Source: an optimization exercise on an open RTL-to-GDS flow (aim: small area, a short achievable clock period and few clock cycles per item). Production flows keep margins and buffers that such runs may drop.
In this exercise RTL edits were held to simulation tests only and were not proved equivalent to the original.
No activity file was given, so power comes from the tool's default toggle rates.

// rsa_wrapper
module rsa_wrapper #(parameter N = 512, parameter LOGN = 9)
(
    input           clk,
    input           resetn,
    input  [  31:0] arm_to_fpga_cmd,
    input           arm_to_fpga_cmd_valid,
    output          fpga_to_arm_done,
    input           fpga_to_arm_done_read,
    input           arm_to_fpga_data_valid,
    output          arm_to_fpga_data_ready,
    input  [N-1:0] arm_to_fpga_data,
    output          fpga_to_arm_data_valid,
    input           fpga_to_arm_data_ready,
    output [N-1:0] fpga_to_arm_data);
Size in the first run: roughly 21000 cells after synthesis, ~4800 flip-flops.
make LEC_CHECK=0 CAP_MARGIN=30 CORE_MARGIN=2 CORE_UTILIZATION=50 CTS_CLUSTER_DIAMETER=120 CTS_CLUSTER_SIZE=24 SETUP_SLACK_MARGIN=5 SLEW_MARGIN=50 finish   # period 9.0 ns
run.sh (not shown) runs the stock make flow with config.mk's settings and CLKGATE_MAP_FILE= SYNTH_SCRIPT=/design/flow/synth_recipe.tcl, a recipe that flattens the netlist after the stock synthesis.
The baseline finished with timing, DRC and antenna clean.
Testbench counts at the start, summed over its fixed seeds: cycles 402,877, ops 12.
Then changed:
--- a/flow/config.mk
+++ b/flow/config.mk
@@ -9,5 +9,5 @@
 export CORE_MARGIN = 2
-export CORE_UTILIZATION = 50
-export CTS_CLUSTER_DIAMETER = 120
-export CTS_CLUSTER_SIZE = 24
+export CORE_UTILIZATION = 45
+export CTS_CLUSTER_DIAMETER = 150
+export CTS_CLUSTER_SIZE = 20
 export SETUP_SLACK_MARGIN = 5
Die area went up by 11%.
Worst hold slack is worse by 0.0035 ns.
Worst setup slack gets worse by 0.0057 ns.
Design area came out higher by 0.72%.
Wire length stays flat.
Area after synthesis does not change.
Global-route usage came out lower by 4.6 points.
Sequential cell count does not change.
Via count stays flat.
Then changed:
--- a/flow/config.mk
+++ b/flow/config.mk
@@ -9,5 +9,6 @@
 export CORE_MARGIN = 2
-export CORE_UTILIZATION = 45
+export CORE_UTILIZATION = 40
 export CTS_CLUSTER_DIAMETER = 150
 export CTS_CLUSTER_SIZE = 20
+export PLACE_DENSITY = 0.65
 export SETUP_SLACK_MARGIN = 5
Result: Clock-buffer cell count increases by 14. Clock power is about the same. Setup slack loses 0.0050 ns. Total power increases by 1.4%. Global-route usage decreases by 4.3 points. Routed wire length increases by 2.3%. Synthesized area stays the same. Flip-flop and latch count does not change. First-iteration DRC count decreases by 2.9%.

---

== build 43 ==
Starting RTL as in the previous note.
export LEC_CHECK = 0
export CAP_MARGIN = 30
export CORE_MARGIN = 2
export CORE_UTILIZATION = 50
export CTS_CLUSTER_DIAMETER = 150
export CTS_CLUSTER_SIZE = 20
export SETUP_SLACK_MARGIN = 5
export SLEW_MARGIN = 50
create_clock -name core_clock -period 9.0 [get_ports {clk}]
Testbench counts of build 43, summed over its fixed seeds: cycles 402,877, ops 12.
The following lists how build 14 was set up differently from build 43:
Settings: CTS_CLUSTER_SIZE removed (was 20); CTS_CLUSTER_DIAMETER removed (was 150); CORE_UTILIZATION changed from 50 to 40.
Findings:
Build 43 → build 14: row count picked up an extra 30, clock period minus worst slack now larger, total vias in the final route went up, clock network fraction of design power increased by 6.6 points relative to the old numbers. Taking build 43 as the reference, in build 14 highest achievable clock rate held; detailed route wirelength on metal2 up about 3.2%. Summed area of non-filler cells in the final layout: build 14 worse than build 43. Post-route clock period utilization across build 43 and build 14: no real change. Comparing build 43 and build 14, the higher number of antenna cells inserted was measured on build 43. Setup slack: build 14 less than build 43.
diff inputs: build 14 => build 22
Settings: CTS_CLUSTER_DIAMETER newly set to 150; CTS_CLUSTER_SIZE newly set to 20.
[summary]
- Build 22 completed end to end; final checks failed (antenna rules).
- Against build 14, total of fill cells in the finished design in build 22 rose slightly.
- Register-to-register slack delta (build 22 -> build 14): insignificant
- Reported for build 22 and build 14, number of sinks driven by the clock tree turned out identical to the last digit.
- Max synthesis-to-finish area growth across build 22 and build 14: build 14
- On power, the lower figure sits with build 22, not build 14.

--- another note on this design; it stands on its own ---

==> run a <==
==> flow/design.v (excerpt) <==
module rsa_wrapper #(parameter N = 512, parameter LOGN = 9)
(
    input           clk,
    input           resetn,
    input  [  31:0] arm_to_fpga_cmd,
    input           arm_to_fpga_cmd_valid,
    output          fpga_to_arm_done,
    input           fpga_to_arm_done_read,
    input           arm_to_fpga_data_valid,
    output          arm_to_fpga_data_ready,
    input  [N-1:0] arm_to_fpga_data,
    output          fpga_to_arm_data_valid,
    input           fpga_to_arm_data_ready,
    output [N-1:0] fpga_to_arm_data);
make LEC_CHECK=0 CAP_MARGIN=30 CORE_MARGIN=2 CORE_UTILIZATION=35 SETUP_SLACK_MARGIN=0.3 SLEW_MARGIN=50 finish   # period 9.0 ns
run.sh (not shown) runs the stock make flow with config.mk's settings and CLKGATE_MAP_FILE= SYNTH_SCRIPT=/design/flow/synth_recipe.tcl, a recipe that flattens the netlist after the stock synthesis.
==> run b: changes against run a <==
Settings changed: ABC_CLOCK_PERIOD_IN_PS set to 3500, SETUP_SLACK_MARGIN 0.3 to 5.
==> impl_metrics.ini <==
[grt]
grtUsageMet3_pct = 9.23
grt_usage_pct = 28.8

[power]
combPwrFrac_pct = 55.2
seq_power_mw = 24.6
power.total_mw = 101
p_clk_share_pct = 20.5

[critical_path]
crit_start = core.d0s2
cp.arrival_ps = 7440

[layout]
syn2layout_area_growth_pct = 27.3

[sta]
rsz0062_at_grt = yes
fin_skew_ps = 136
holdWs_ps = 327

[outcome]
status = no timing/DRC/antenna violations

[placed_design]
hpwl_um = 711000

[routing]
drt_iter0_drc = 23500

[cts]
cts_resized = 3777
the above is filed under run b

==> impl_metrics.ini <==
[grt]
grt_usage_pct = 25.7
grtUsageMet3_pct = 7.07

[cts]
cts_resized = 0

[sta]
fin_skew_ps = 91.8
rsz0062_at_grt = no
holdWs_ps = 320

[power]
seq_power_mw = 25.9
combPwrFrac_pct = 40.7
power_switching_mw = 31.6
power.total_mw = 77.9

[outcome]
status = no timing/DRC/antenna violations

[critical_path]
endpoint_kind = register
cp.arrival_ps = 8380
crit_start = core.k[0]

[layout]
drive_gt1_share_pct = 9.37
nClkBuffers = 541
syn2layout_area_growth_pct = 14.0

[routing]
drt_iter0_drc = 20100

[synthesis]
syn_area_per_cell_um2 = 12.1

[placed_design]
hpwl_um = 721000
the above is filed under run a

Testbench counts of run a, summed over its fixed seeds: cycles 443,592, ops 12.
Testbench counts of run b, summed over its fixed seeds: cycles 443,592, ops 12.

-- separate check: timing with driven ports --
In the flow no input, the clock included, has a driving cell. The finished layouts below were timed again as built, in two steps. Step 1, drivers: a clkbuf_16 drives clk and a buf_2 each remaining input, both assumed. Step 2, shift: input delay + t, output delay - t, t = (earliest + latest rising clock arrival at the registers) / 2. This alone moves slack from input paths to output paths. Slacks: ideal / step 1 / step 2; pairs: ideal / step 1.
run	t, ns	setup slack, ns	hold WS [ns]	clock arrival spread, ns
the first run of note 1	1.153	4.868 / 4.792 / 4.386	0.262 / 0.262 / 0.262	0.109 / 0.109
the second run of note 1	1.192	4.862 / 4.792 / 4.257	0.258 / 0.258 / 0.258	0.117 / 0.117
the third run of note 1	1.194	4.857 / 4.768 / 4.157	0.289 / 0.289 / 0.289	0.108 / 0.108
build 43	1.143	4.912 / 4.806 / 4.303	0.232 / 0.232 / 0.232	0.127 / 0.127
build 14	1.243	4.900 / 4.780 / 4.460	0.284 / 0.284 / 0.284	0.087 / 0.087
build 22	1.173	4.904 / 4.776 / 4.511	0.294 / 0.294 / 0.294	0.086 / 0.087
run a	1.246	1.462 / 1.462 / 1.462	0.320 / 0.320 / 0.320	0.094 / 0.094
run b	1.261	2.476 / 2.476 / 2.476	0.327 / 0.327 / 0.327	0.138 / 0.138
The setup slack of the third run of note 1, which loses most, moves by -0.089 ns with the drivers and by -0.700 ns with both steps.
